This design comes from an exercise in tuning for small area, a short achievable clock period and few clock cycles per item on the open sky130 flow, not from production work. In this exercise RTL edits were held to simulation tests only and were not proved equivalent to the original.

## ember
## Divider_Modulo
module Divider_Modulo (clk, reset, mode, valid_in, divisor, dividend, result, valid_out);
==> flow/config.mk <==
export PLATFORM = sky130hd
export DESIGN_NAME = Divider_Modulo
export DESIGN_NICKNAME = Divider_Modulo
export VERILOG_FILES = /design/flow/design.v
export SDC_FILE = /design/flow/constraint.sdc
export NUM_CORES = 4
export LEC_CHECK = 0
export ABC_AREA = 1
export CAP_MARGIN = 20
export CORE_MARGIN = 2
export CORE_UTILIZATION = 40
export SLEW_MARGIN = 20
export SYNTH_HIERARCHICAL = 1
==> flow/constraint.sdc <==
create_clock -name core_clock -period 25.0 [get_ports {clk}]
set_input_delay 5.0000 -clock core_clock [delete_from_list [all_inputs] [get_ports {clk}]]
set_output_delay 5.0000 -clock core_clock [all_outputs]
set_load 0.01 [all_outputs]
standard.sh (not shown) runs the stock make flow with config.mk's settings and CLKGATE_MAP_FILE= SYNTH_SCRIPT=/design/flow/synth_recipe.tcl, a recipe that flattens the netlist after the stock synthesis.
==> flow/flow/run.sh <==
#!/bin/bash
# Own layout flow: the standard synthesis unchanged, then the standard
# layout with these changes:
#  - ports are buffered with buf_4 cells instead of the slow delay buffers the
#    default port buffering picks;
#  - repair may resize a cell to any cell of the same function;
set -euo pipefail
bash standard.sh synth > synth.log 2>&1
bash standard.sh "BUFFER_PORTS_ARGS=-buffer_cell sky130_fd_sc_hd__buf_4" MATCH_CELL_FOOTPRINT=0 \
  SETUP_SLACK_MARGIN=14 TNS_END_PERCENT=0 SKIP_INCREMENTAL_REPAIR=1 finish > layout.log 2>&1
In summary, ember completed successfully, with a layout that passed the timing, design-rule and antenna checks.
Testbench counts of ember, summed over its fixed seeds: cycles 8,000, items 4,000.
What sierra does differently from ember at the input level:
--- a/flow/flow/run.sh
+++ b/flow/flow/run.sh
@@ -4 +4 @@
-#  - ports are buffered with buf_4 cells instead of the slow delay buffers the
+#  - ports are buffered with buf_2 cells instead of the slow delay buffers the
@@ -6 +6,3 @@
-#  - repair may resize a cell to any cell of the same function;
+#  - timing repair works to a setup slack margin of 14 ns (worst endpoint
+#    only), so that after clock tree synthesis it speeds up the critical paths
+#    although every path already meets the 25 ns clock;
@@ -9 +11 @@
-bash standard.sh "BUFFER_PORTS_ARGS=-buffer_cell sky130_fd_sc_hd__buf_4" MATCH_CELL_FOOTPRINT=0 \
+bash standard.sh "BUFFER_PORTS_ARGS=-buffer_cell sky130_fd_sc_hd__buf_2" \
==> comparison <==
- sierra finished end to end and its layout was clean on timing, DRC and antenna.
- Worst endpoint data arrival time sits higher in sierra than in ember.
- Comparing ember and sierra, setup slack after layout is lower on sierra.
- Summary of sierra over ember: H-tree depth reported by CTS neither gained nor lost much, final antenna diode count picked up an extra 1, wire length of the first global-routing pass neither gained nor lost much.
- sierra gives more non-clock buffer count than ember did.
- ember has a higher cell area than sierra.
- The hold slack on ember is in line with that on sierra.
### sierra -> xenon
==> flow/flow/run.sh <==
#!/bin/bash
# Own layout flow: the standard synthesis unchanged, then the standard
# layout with these changes:
#  - ports are buffered with buf_4 cells instead of the slow delay buffers the
#    default port buffering picks;
#  - repair may resize a cell to any cell of the same function;
set -euo pipefail
bash standard.sh synth > synth.log 2>&1
bash standard.sh "BUFFER_PORTS_ARGS=-buffer_cell sky130_fd_sc_hd__buf_4" \
  SETUP_SLACK_MARGIN=14 TNS_END_PERCENT=0 SKIP_INCREMENTAL_REPAIR=1 finish > layout.log 2>&1
--- a/flow/config.mk
+++ b/flow/config.mk
@@ -11 +11,2 @@
-export CORE_UTILIZATION = 40
+export CORE_UTILIZATION = 60
+export PLACE_DENSITY = 0.75
## What came out
Compared to sierra, the routing of xenon uses more wire.
Clock period minus worst slack delta for xenon relative to sierra: 0.31 ns higher
End point of the critical path = result[8]: xenon; end point of the critical path = result[3]: sierra
Setup WNS sierra -> xenon: worse
Looking at total via count in the routed design across xenon and sierra, the one that comes out lower is sierra.


Setup of the reference run:
Starting RTL as in the previous note.
==> flow/config.mk <==
export PLATFORM = sky130hd
export DESIGN_NAME = Divider_Modulo
export DESIGN_NICKNAME = Divider_Modulo
export VERILOG_FILES = /design/flow/design.v
export SDC_FILE = /design/flow/constraint.sdc
export NUM_CORES = 4
export LEC_CHECK = 0
export ABC_AREA = 1
export CAP_MARGIN = 20
export CORE_MARGIN = 2
export CORE_UTILIZATION = 40
export GPL_ROUTABILITY_DRIVEN = 0
export SLEW_MARGIN = 20
export SYNTH_HIERARCHICAL = 1
==> flow/constraint.sdc <==
create_clock -name core_clock -period 25.0 [get_ports {clk}]
set_input_delay 5.0000 -clock core_clock [delete_from_list [all_inputs] [get_ports {clk}]]
set_output_delay 5.0000 -clock core_clock [all_outputs]
set_load 0.01 [all_outputs]
==> flow/flow/run.sh <==
#!/bin/bash
# Own layout flow: the standard synthesis unchanged, then the standard
# layout with these changes:
#  - ports are buffered with buf_4 cells instead of the slow delay buffers the
#    default port buffering picks;
#  - repair may resize a cell to any cell of the same function;
set -euo pipefail
bash standard.sh synth > synth.log 2>&1
bash standard.sh "BUFFER_PORTS_ARGS=-buffer_cell sky130_fd_sc_hd__buf_4" \
  SETUP_SLACK_MARGIN=14 TNS_END_PERCENT=0 SKIP_INCREMENTAL_REPAIR=1 finish > layout.log 2>&1
The reference run went all the way through synthesis, placement and routing and the layout is clean on timing, DRC and antenna.
Testbench counts of the reference run, summed over its fixed seeds: cycles 8,000, items 4,000.
The inputs of the trial run differ from those of the reference run as listed below.
# the reference run
export LEC_CHECK = 0
export ABC_AREA = 1
export CAP_MARGIN = 20
export CORE_MARGIN = 2
export CORE_UTILIZATION = 40
export GPL_ROUTABILITY_DRIVEN = 0
export SLEW_MARGIN = 20
export SYNTH_HIERARCHICAL = 1
create_clock -name core_clock -period 25.0 [get_ports {clk}]
# the trial run
export LEC_CHECK = 0
export ABC_AREA = 1
export CAP_MARGIN = 20
export CORE_MARGIN = 2
export CORE_UTILIZATION = 50
export PLACE_DENSITY = 0.65
export SLEW_MARGIN = 20
export SYNTH_HIERARCHICAL = 1
create_clock -name core_clock -period 25.0 [get_ports {clk}]
## What came out
Cell depth of the worst setup path went down by a few percent going from the reference run to the trial run.
Cmp the trial run and the reference run / detailed placement HPWL / higher: the trial run
Worst setup path endpoint = result[6]: the trial run; worst setup path endpoint = result[3]: the reference run


Starting RTL as in the previous note.
// Divider_Modulo
module Divider_Modulo (clk, reset, mode, valid_in, divisor, dividend, result, valid_out);
clock: 25.0 ns
lec_check: 0
abc_area: 1
cap_margin: 20
core_margin: 2
core_utilization: 40
gpl_timing_driven: 0
slew_margin: 20
synth_hierarchical: 1
Scripts as last shown in full above: flow/flow/run.sh
The first run passed the timing, design-rule and antenna checks.
Testbench counts at the start, summed over its fixed seeds: cycles 8,000, items 4,000.
Change:
==> flow/flow/run.sh (replaced) <==
#!/bin/bash
# Own layout flow: the standard synthesis unchanged, then the standard
# layout with these changes:
#  - ports are buffered with buf_2 cells instead of the slow delay buffers the
#    default port buffering picks;
#  - timing repair works to a setup slack margin of 13.7 ns (worst endpoint
#    only), so that after clock tree synthesis it speeds up the critical paths
#    although every path already meets the 25 ns clock;
set -euo pipefail
bash standard.sh synth > synth.log 2>&1
bash standard.sh "BUFFER_PORTS_ARGS=-buffer_cell sky130_fd_sc_hd__buf_2" \
  SETUP_SLACK_MARGIN=13.7 TNS_END_PERCENT=0 SKIP_INCREMENTAL_REPAIR=1 finish > layout.log 2>&1
Settings changed: GPL_TIMING_DRIVEN 0 to unset.
After rerunning: Fmax went down by about 2.8%. Utilization went down by 2.7 points. Routed wire length went down by 13%.
Change:
==> flow/run.sh (new file) <==
#!/bin/bash
# synth_recipe.tcl (not shown) runs the flow's synth.tcl, then flattens the netlist and writes it again
# the make line also repeats each setting of config.mk as NAME=value (left out here)
make -C /OpenROAD-flow-scripts/flow DESIGN_CONFIG=/design/flow/config.mk WORK_HOME=/design/flow/orfs CLKGATE_MAP_FILE= SYNTH_SCRIPT=/design/flow/synth_recipe.tcl finish
Settings changed: CORE_UTILIZATION 40 to 65, PLACE_DENSITY set to 0.8.
removed: flow/flow/run.sh
removed: flow/standard.sh
Outcome: The changed run went through all stages and came out clean; synthesized cell count is unchanged; cell area barely changes; via count came out higher by 6.0%; non-clock buffer count increases by 3.


Setup of job 6446:
Starting RTL as in the previous note.
// Divider_Modulo
module Divider_Modulo (clk, reset, mode, valid_in, divisor, dividend, result, valid_out);
export LEC_CHECK = 0
export ABC_AREA = 1
export CAP_MARGIN = 20
export CORE_MARGIN = 2
export CORE_UTILIZATION = 40
export SLEW_MARGIN = 20
export SYNTH_HIERARCHICAL = 1
create_clock -name core_clock -period 25.0 [get_ports {clk}]
==> flow/flow/run.sh <==
#!/bin/bash
set -euo pipefail
bash standard.sh synth > synth.log 2>&1
bash standard.sh SETUP_SLACK_MARGIN=14.5 TNS_END_PERCENT=0 SKIP_INCREMENTAL_REPAIR=1 finish > layout.log 2>&1
Job 6446: PASS, flow complete, no timing, DRC or antenna violations
Testbench counts of job 6446, summed over its fixed seeds: cycles 8,000, items 4,000.
Edits applied to the flow inputs when going from job 6446 to job 6070:
==> flow/flow/run.sh <==
#!/bin/bash
# Own layout flow: the standard synthesis unchanged, then the standard
# layout with these changes:
#  - ports are buffered with buf_4 cells instead of the slow delay buffers the
#    default port buffering picks;
#  - timing repair works to a setup slack margin of 14 ns (worst endpoint
#    only), so that after clock tree synthesis it speeds up the critical paths
#    although every path already meets the 25 ns clock;
set -euo pipefail
bash standard.sh synth > synth.log 2>&1
bash standard.sh "BUFFER_PORTS_ARGS=-buffer_cell sky130_fd_sc_hd__buf_4" \
  SETUP_SLACK_MARGIN=14 TNS_END_PERCENT=0 SKIP_INCREMENTAL_REPAIR=1 finish > layout.log 2>&1
==> run summary <==
Relative to job 6446, highest clock frequency the design can meet decreased by 3.1% in job 6070. From job 6446 to job 6070 the numbers moved as follows: worst-case reg-to-reg path depth rose 4; cell count fell about 2.7%. Relative to job 6446, the design area measured on job 6070 has decreased by more than 10%. For the share of the final layout cell area in sequential cells, job 6070 came in 0.82 points higher than job 6446 did.
Changes in job 2694 relative to job 6070:
==> flow/flow/run.sh <==
#!/bin/bash
# Own layout flow: the standard synthesis unchanged, then the standard
# layout with these changes:
#  - ports are buffered with buf_4 cells instead of the slow delay buffers the
#    default port buffering picks;
#  - repair may resize a cell to any cell of the same function;
set -euo pipefail
bash standard.sh synth > synth.log 2>&1
bash standard.sh "BUFFER_PORTS_ARGS=-buffer_cell sky130_fd_sc_hd__buf_4" \
  SETUP_SLACK_MARGIN=14.5 TNS_END_PERCENT=0 SKIP_INCREMENTAL_REPAIR=1 finish > layout.log 2>&1
Results
For job 2694, the worst setup path endpoint was rA[8]$_DFF_P_, unlike job 6070, where it was result[3].
Job 2694 against job 6070: growth of design area from synthesis to finish higher, fmax higher, setup slack higher.
Setup changes, job 2694 to job 7282
-- flow/flow/run.sh --
<<< job 2694, line 10
  SETUP_SLACK_MARGIN=14.5 TNS_END_PERCENT=0 SKIP_INCREMENTAL_REPAIR=1 finish > layout.log 2>&1
>>> job 7282, line 10
  SETUP_SLACK_MARGIN=14 TNS_END_PERCENT=0 SKIP_INCREMENTAL_REPAIR=1 finish > layout.log 2>&1
[summary]
Job 7282 has number of detailed-routing iterations run before antenna repair below what job 2694 had. Taking job 2694 as the reference, in job 7282 wire length of the first global-routing pass went down by about 8%; final worst-path setup slack went down; worst hold slack stayed essentially flat. Summary of job 7282 over job 2694: number of routed nets with antenna violations essentially unchanged; register area decreased 49 µm². Job 7282 ends up with a maximum clock frequency that is 3.4 MHz lower than in job 2694. Against job 2694, job 7282 reports a count of instances resized after the clock tree is built that is lower.
The following lists how job 2067 was set up differently from job 7282:
==> flow/flow/run.sh <==
#!/bin/bash
set -euo pipefail
bash standard.sh synth > synth.log 2>&1
bash standard.sh SETUP_SLACK_MARGIN=15 TNS_END_PERCENT=0 SKIP_INCREMENTAL_REPAIR=1 finish > layout.log 2>&1
--- outcome ---
- [compare] base=job 7282 new=job 2067: setup slack now larger; buffering stage count on the worst path with inverters included has increased; number of multi-input combinational cells in the layout has increased.
- The final reports for job 2067 and job 7282 show design area higher in the former.
- Against job 7282, job 2067 reports a arrival time reported for the critical path endpoint that is higher.
- For wire length, dividing the value from job 7282 by the value from job 2067 gives 0.801.
- Lower count of clock buffers in the final design was reported by job 2067, not job 7282.


Starting RTL as in the previous note.
==> flow/config.mk <==
export PLATFORM = sky130hd
export DESIGN_NAME = Divider_Modulo
export DESIGN_NICKNAME = Divider_Modulo
export VERILOG_FILES = /design/flow/design.v
export SDC_FILE = /design/flow/constraint.sdc
export NUM_CORES = 4
export LEC_CHECK = 0
export ABC_AREA = 1
export CAP_MARGIN = 20
export CORE_MARGIN = 2
export CORE_UTILIZATION = 40
export CTS_BUF_LIST = sky130_fd_sc_hd__clkbuf_4 sky130_fd_sc_hd__clkbuf_8
export SLEW_MARGIN = 20
export SYNTH_HIERARCHICAL = 1
==> flow/constraint.sdc <==
create_clock -name core_clock -period 25.0 [get_ports {clk}]
set_input_delay 5.0000 -clock core_clock [delete_from_list [all_inputs] [get_ports {clk}]]
set_output_delay 5.0000 -clock core_clock [all_outputs]
set_load 0.01 [all_outputs]
==> flow/flow/run.sh <==
#!/bin/bash
# Own layout flow: the standard synthesis unchanged, then the standard
# layout with these changes:
#  - ports are buffered with buf_4 cells instead of the slow delay buffers the
#    default port buffering picks;
#  - repair may resize a cell to any cell of the same function;
set -euo pipefail
bash standard.sh synth > synth.log 2>&1
bash standard.sh "BUFFER_PORTS_ARGS=-buffer_cell sky130_fd_sc_hd__buf_4" \
  SETUP_SLACK_MARGIN=14 TNS_END_PERCENT=0 SKIP_INCREMENTAL_REPAIR=1 finish > layout.log 2>&1
The baseline passed the timing, design-rule and antenna checks.
Testbench counts at the start, summed over its fixed seeds: cycles 8,000, items 4,000.
Next try:
==> flow/run.sh (new file) <==
#!/bin/bash
# synth_recipe.tcl (not shown) runs the flow's synth.tcl, then flattens the netlist and writes it again
# the make line also repeats each setting of config.mk as NAME=value (left out here)
make -C /OpenROAD-flow-scripts/flow DESIGN_CONFIG=/design/flow/config.mk WORK_HOME=/design/flow/orfs CLKGATE_MAP_FILE= SYNTH_SCRIPT=/design/flow/synth_recipe.tcl finish
Settings changed: CTS_BUF_LIST sky130_fd_sc_hd__clkbuf_4 sky130_fd_sc_hd__clkbuf_8 to unset.
removed: flow/flow/run.sh
removed: flow/standard.sh
Global-route usage went down by 0.31 points; core utilization went up by 0.22 points; hold slack is worse by 0.0076 ns.


Divider_Modulo again, from the RTL that the note above started with.
==> flow/design.v (excerpt) <==
module Divider_Modulo (clk, reset, mode, valid_in, divisor, dividend, result, valid_out);
clock: 25.0 ns
lec_check: 0
abc_area: 1
cap_margin: 20
core_margin: 2
core_utilization: 40
slew_margin: 20
synth_hierarchical: 1
==> flow/flow/run.sh <==
#!/bin/bash
# Own layout flow: the standard synthesis unchanged, then the standard
# layout with these changes:
#  - ports are buffered with buf_2 cells instead of the slow delay buffers the
#    default port buffering picks;
#  - timing repair works to a setup slack margin of 14.3 ns (worst endpoint
#    only), so that after clock tree synthesis it speeds up the critical paths
#    although every path already meets the 25 ns clock;
set -euo pipefail
bash standard.sh synth > synth.log 2>&1
bash standard.sh "BUFFER_PORTS_ARGS=-buffer_cell sky130_fd_sc_hd__buf_2" \
  SETUP_SLACK_MARGIN=14.3 TNS_END_PERCENT=0 SKIP_INCREMENTAL_REPAIR=1 finish > layout.log 2>&1
The first run ran to the end with no violations.
Testbench counts at the start, summed over its fixed seeds: cycles 8,000, items 4,000.
Then changed:
==> flow/flow/run.sh (replaced) <==
#!/bin/bash
set -euo pipefail
bash standard.sh synth > synth.log 2>&1
bash standard.sh SETUP_SLACK_MARGIN=13.5 TNS_END_PERCENT=0 SKIP_INCREMENTAL_REPAIR=1 finish > layout.log 2>&1
Synthesized area is unchanged; via count decreases slightly; cell area goes down slightly; register-to-register slack degrades by 820 ps; utilization shrinks by 0.35 points; synthesized cell count is unchanged; hold slack stays flat; maximum frequency is lower by a few percent.
Then changed:
==> flow/flow/run.sh (replaced) <==
#!/bin/bash
set -euo pipefail
bash standard.sh synth > synth.log 2>&1
bash standard.sh SETUP_SLACK_MARGIN=14 TNS_END_PERCENT=0 SKIP_INCREMENTAL_REPAIR=1 finish > layout.log 2>&1
Outcome: Synthesized area stays the same. Clock skew barely changes. Sequential cell count does not change. Final area rose by about 2.6%. Routed wire length grows by about 6.5%. Sequential share of layout area goes down by 0.12 points. Worst setup slack improved by 400 ps. Via count goes up by 1.3%. Maximum frequency rose by about 3.7%. Critical path depth grows by 1. Core utilization grows by 1.1 points.

==> what the ideal ports hide <==
Ports are ideal in the flow. The routed layouts listed here were re-timed in OpenROAD. Step 1 assumes that a clkbuf_16 drives the clock port and a buf_2 every other input. Step 2 times the ports against the registers' clock, not the clock port: input delays grow and output delays shrink by t, the midpoint of the rising clock arrivals with the driver on. Three values: ideal ports, drivers, drivers and shift; two values: the first two.
run	t (ns)	setup slack, ns	clock arrival spread, ns
ember	0.439	14.070 / 14.019 / 13.672	0.017 / 0.017
sierra	0.435	14.043 / 13.992 / 13.672	0.018 / 0.018
xenon	0.407	13.735 / 13.687 / 13.532	0.010 / 0.009
the reference run	0.439	14.070 / 14.019 / 13.672	0.017 / 0.017
the trial run	0.404	13.892 / 13.846 / 13.629	0.014 / 0.014
the first run of note 3	0.433	14.052 / 14.082 / 13.648	0.013 / 0.013
the second run of note 3	0.435	13.740 / 13.688 / 13.402	0.017 / 0.018
the third run of note 3	0.410	12.554 / 12.507 / 12.177	0.009 / 0.010
job 6446	0.439	14.410 / 14.387 / 13.982	0.023 / 0.023
job 6070	0.439	14.070 / 14.019 / 13.672	0.017 / 0.017
job 2694	0.436	14.464 / 14.437 / 14.046	0.018 / 0.018
job 7282	0.439	14.070 / 14.019 / 13.672	0.017 / 0.017
job 2067	0.444	14.528 / 14.543 / 14.101	0.024 / 0.023
the first run of note 5	0.483	14.024 / 14.025 / 13.563	0.028 / 0.028
the second run of note 5	0.435	12.688 / 12.714 / 12.278	0.023 / 0.023
the first run of note 6	0.442	14.293 / 14.260 / 13.858	0.018 / 0.018
the second run of note 6	0.438	13.569 / 13.550 / 13.162	0.023 / 0.023
the third run of note 6	0.439	13.973 / 13.987 / 13.564	0.023 / 0.023
After both steps setup and hold are still met in every run listed. The setup slack of the first run of note 5, which loses most, moves by +0.001 ns with the drivers and by -0.461 ns with both steps.
